Background: an optimization exercise with open tools, aiming at small area, a short achievable clock period and few clock cycles. Do not read the settings as production practice. Only simulation tests tie the RTL to the original design; equivalence was not proved. Power figures rest on the tool's default switching activity, not on a simulated workload.

== build 55 ==
// Core
module Core (
    clk,
    rst,
    init_PC,
    imem_addr,
    imem_rdata,
    dmem_addr,
    dmem_we,
    dmem_wdata,
    dmem_rdata,
    halted
);
For scale: ~550 cells after synthesis, roughly 100 flip-flops, about 56 I/O pins, ~0.0050 sq mm of cells after synthesis.
Settings: LEC_CHECK=0, ABC_AREA=1, ABC_CLOCK_PERIOD_IN_PS=2000, CAP_MARGIN=20, CORE_MARGIN=2, CORE_UTILIZATION=60, CTS_BUF_LIST=sky130_fd_sc_hd__clkbuf_4 sky130_fd_sc_hd__clkbuf_8, SETUP_SLACK_MARGIN=1.8, SLEW_MARGIN=20, TNS_END_PERCENT=30; clock period 4.0 ns.
standard.sh (not shown) runs the stock make flow with config.mk's settings and CLKGATE_MAP_FILE= SYNTH_SCRIPT=/design/flow/synth_recipe.tcl, a recipe that flattens the netlist after the stock synthesis.
==> flow/flow/run.sh <==
#!/bin/bash
# The standard layout (the standard.sh), except that the port buffers
# are sky130_fd_sc_hd__buf_1 cells rather than the delay buffers that
# buffer_ports picks by default. make's full output goes to standard.log;
# ORFS keeps each step's own log under orfs/logs/.
set -euo pipefail
export BUFFER_PORTS_ARGS="-buffer_cell sky130_fd_sc_hd__buf_1"
bash standard.sh > standard.log 2>&1
Build 55: no failed stages, no open violations at the end
Testbench counts of build 55, summed over its fixed seeds: cycles 36,554.
The inputs of build 62 differ from those of build 55 as listed below.
Settings: TNS_END_PERCENT no longer set, was 30; SETUP_SLACK_MARGIN now 2.05, was 1.8; ABC_CLOCK_PERIOD_IN_PS now 1900, was 2000.
--- outcome ---
- From build 55 to build 62 the numbers moved as follows: multi-input combinational cell area up about 2.4%, sequential share of cell area down 1.0 points.
- Period utilization (build 62 over build 55): decrease, 4.0 points
- Comparing build 62 and build 55, max-slew headroom at the worst pin is higher on build 62.
- [build 62 vs build 55] combinational group power: higher in build 62
Relative to build 62, the following input files were edited for build 19:
Settings: TNS_END_PERCENT now 5, previously not set; SETUP_SLACK_MARGIN now 2.0, was 2.05.
## What came out
Build 19 completed; timing, DRC and antenna clean
The sequential share of layout area reported for build 19 is greater than that of build 62 by 0.82 points.
Build 19 vs build 62 on worst setup slack: build 19 is the lower one.
dmem_addr[2] as the critical path endpoint was reported by build 19, and dmem_addr[5] by build 62.
Going from build 62 to build 19, met2 wire length down about 3.2%; global-route wire length before repair decreased about 1%; combinational fraction of design power went down by 0.4 points.
On total power, build 19 does better than build 62.
There was hardly any difference in multi-input gate share of total cell area between build 62 and build 19.
On average via count per standard cell, build 19 and build 62 are neck and neck.
The following lists how build 54 was set up differently from build 19:
Settings: CTS_BUF_LIST now sky130_fd_sc_hd__clkbuf_8 sky130_fd_sc_hd__clkbuf_16, was sky130_fd_sc_hd__clkbuf_4 sky130_fd_sc_hd__clkbuf_8; CTS_CLUSTER_DIAMETER now 100, previously not set; CTS_CLUSTER_SIZE now 40, previously not set; TNS_END_PERCENT now 30, was 5; CORE_UTILIZATION now 75, was 60.
### Flow results
Build 54 went all the way through synthesis, placement and routing and the layout is clean on timing, DRC and antenna.
Comparing layout overhead on the synthesized area for build 19 and build 54, the bigger number came from build 54.
Looking at final routed wirelength across all metal layers, build 54 sits about 10% higher than build 19 does.
Relative to build 19, the fmax measured on build 54 has decreased slightly.
Flip-flop and latch count: build 54 vs build 19 identical
Compared to build 19, build 54 has number of vias in the routed layout 9.0% higher.
Compared build 19 against build 54; proportion of cell area spent on the clock network within noise.
For design internal power, build 54 and build 19 come out practically identical.
~same clock latency at the later pin of the worst-skew pair in build 19 and build 54
Compared with build 19, in build 54 post-route clock period utilization went up, via count of the first global-routing pass has increased.


Another version of the RTL of Core (not shown whole).
Size: about 480 cells after synthesis, ~100 flip-flops, ~56 I/O pins, ~5100 µm² of cells after synthesis.
clock: 4.0 ns
lec_check: 0
abc_clock_period_in_ps: 2500
cap_margin: 20
core_margin: 2
core_utilization: 40
setup_slack_margin: 1.5
slew_margin: 20
==> flow/flow/run.sh <==
#!/bin/bash
# The standard layout (the standard.sh), except that the port buffers
# are sky130_fd_sc_hd__buf_2 cells rather than the delay buffers that
# buffer_ports picks by default. make's full output goes to standard.log;
# ORFS keeps each step's own log under orfs/logs/.
set -euo pipefail
export BUFFER_PORTS_ARGS="-buffer_cell sky130_fd_sc_hd__buf_2"
bash standard.sh > standard.log 2>&1
The baseline passed the timing, design-rule and antenna checks.
Testbench counts at the start, summed over its fixed seeds: cycles 39,427.
Next try:
--- a/flow/flow/run.sh
+++ b/flow/flow/run.sh
@@ -3 +3 @@
-# are sky130_fd_sc_hd__buf_2 cells rather than the delay buffers that
+# are sky130_fd_sc_hd__buf_1 cells rather than the delay buffers that
@@ -7 +7 @@
-export BUFFER_PORTS_ARGS="-buffer_cell sky130_fd_sc_hd__buf_2"
+export BUFFER_PORTS_ARGS="-buffer_cell sky130_fd_sc_hd__buf_1"
ABC_CLOCK_PERIOD_IN_PS = 1800   (was 2500)
CORE_UTILIZATION = 60   (was 40)
CTS_BUF_LIST = sky130_fd_sc_hd__clkbuf_4 sky130_fd_sc_hd__clkbuf_8   (was default)
SETUP_SLACK_MARGIN = 2.0   (was 1.5)
Worst setup slack gains 0.24 ns.
Maximum frequency went up by roughly a tenth.
Power is lower by roughly a tenth.
Register-to-register slack improved by 0.24 ns.
Non-clock buffer count is unchanged.
Clock power is lower by a quarter to a third.
Cell count shrinks by roughly a tenth.
Next try:
CORE_UTILIZATION = 40   (was 60)
CTS_BUF_LIST = default   (was sky130_fd_sc_hd__clkbuf_4 sky130_fd_sc_hd__clkbuf_8)
Result:
- die area came out higher by well over a third
- via count came out higher slightly
- non-clock buffer count came out higher by 4
Next try:
==> flow/run.sh (new file) <==
#!/bin/bash
# synth_recipe.tcl (not shown) runs the flow's synth.tcl, then flattens the netlist and writes it again
# the make line also repeats each setting of config.mk as NAME=value (left out here)
make -C /OpenROAD-flow-scripts/flow DESIGN_CONFIG=/design/flow/config.mk WORK_HOME=/design/flow/orfs CLKGATE_MAP_FILE= SYNTH_SCRIPT=/design/flow/synth_recipe.tcl finish
ABC_CLOCK_PERIOD_IN_PS = 2500   (was 1800)
CORE_UTILIZATION = 65   (was 40)
CTS_BUF_LIST = sky130_fd_sc_hd__clkbuf_4 sky130_fd_sc_hd__clkbuf_8   (was default)
SETUP_SLACK_MARGIN = 1.5   (was 2.0)
removed: flow/flow/run.sh
removed: flow/standard.sh
Worst setup slack loses 0.41 ns.
Via count stays flat.
Synthesized cell count does not change.
Area after synthesis stays the same.
Register-to-register slack gets worse by 0.32 ns.

separate check: timing with driven ports:
Ports are ideal in the flow. The routed layouts listed here were re-timed in OpenROAD.
Step 1 (the two cells are an assumption about what drives the block):
set clk [get_ports {clk}]
set_driving_cell -lib_cell sky130_fd_sc_hd__clkbuf_16 $clk
set_driving_cell -lib_cell sky130_fd_sc_hd__buf_2 [delete_from_list [all_inputs] $clk]
Step 2 also shifts input and output timing later by t, the mid clock arrival at the registers, as if the neighbouring blocks saw the same clock.
Slacks: ideal ports / drivers / drivers and shift; pairs: ideal ports / drivers.
run	t, ns	slack for setup (ns)	worst data-port slew with drivers (ns)
build 55	0.405	1.819 / 1.804 / 1.638	0.04
build 62	0.409	1.980 / 1.946 / 1.829	0.04
build 19	0.408	1.946 / 1.911 / 1.632	0.04
build 54	0.393	1.921 / 1.921 / 1.740	0.05
the first run of note 2	0.385	1.760 / 1.760 / 1.518	0.04
the second run of note 2	0.413	2.003 / 2.003 / 1.765	0.04
the third run of note 2	0.388	2.014 / 2.014 / 1.732	0.06
the fourth run of note 2	0.388	1.603 / 1.613 / 1.226	0.04
After both steps every run listed still meets setup and hold. For the fourth run of note 2, which loses most, drivers alone change the setup slack by +0.010 ns; drivers and shift together by -0.377 ns.
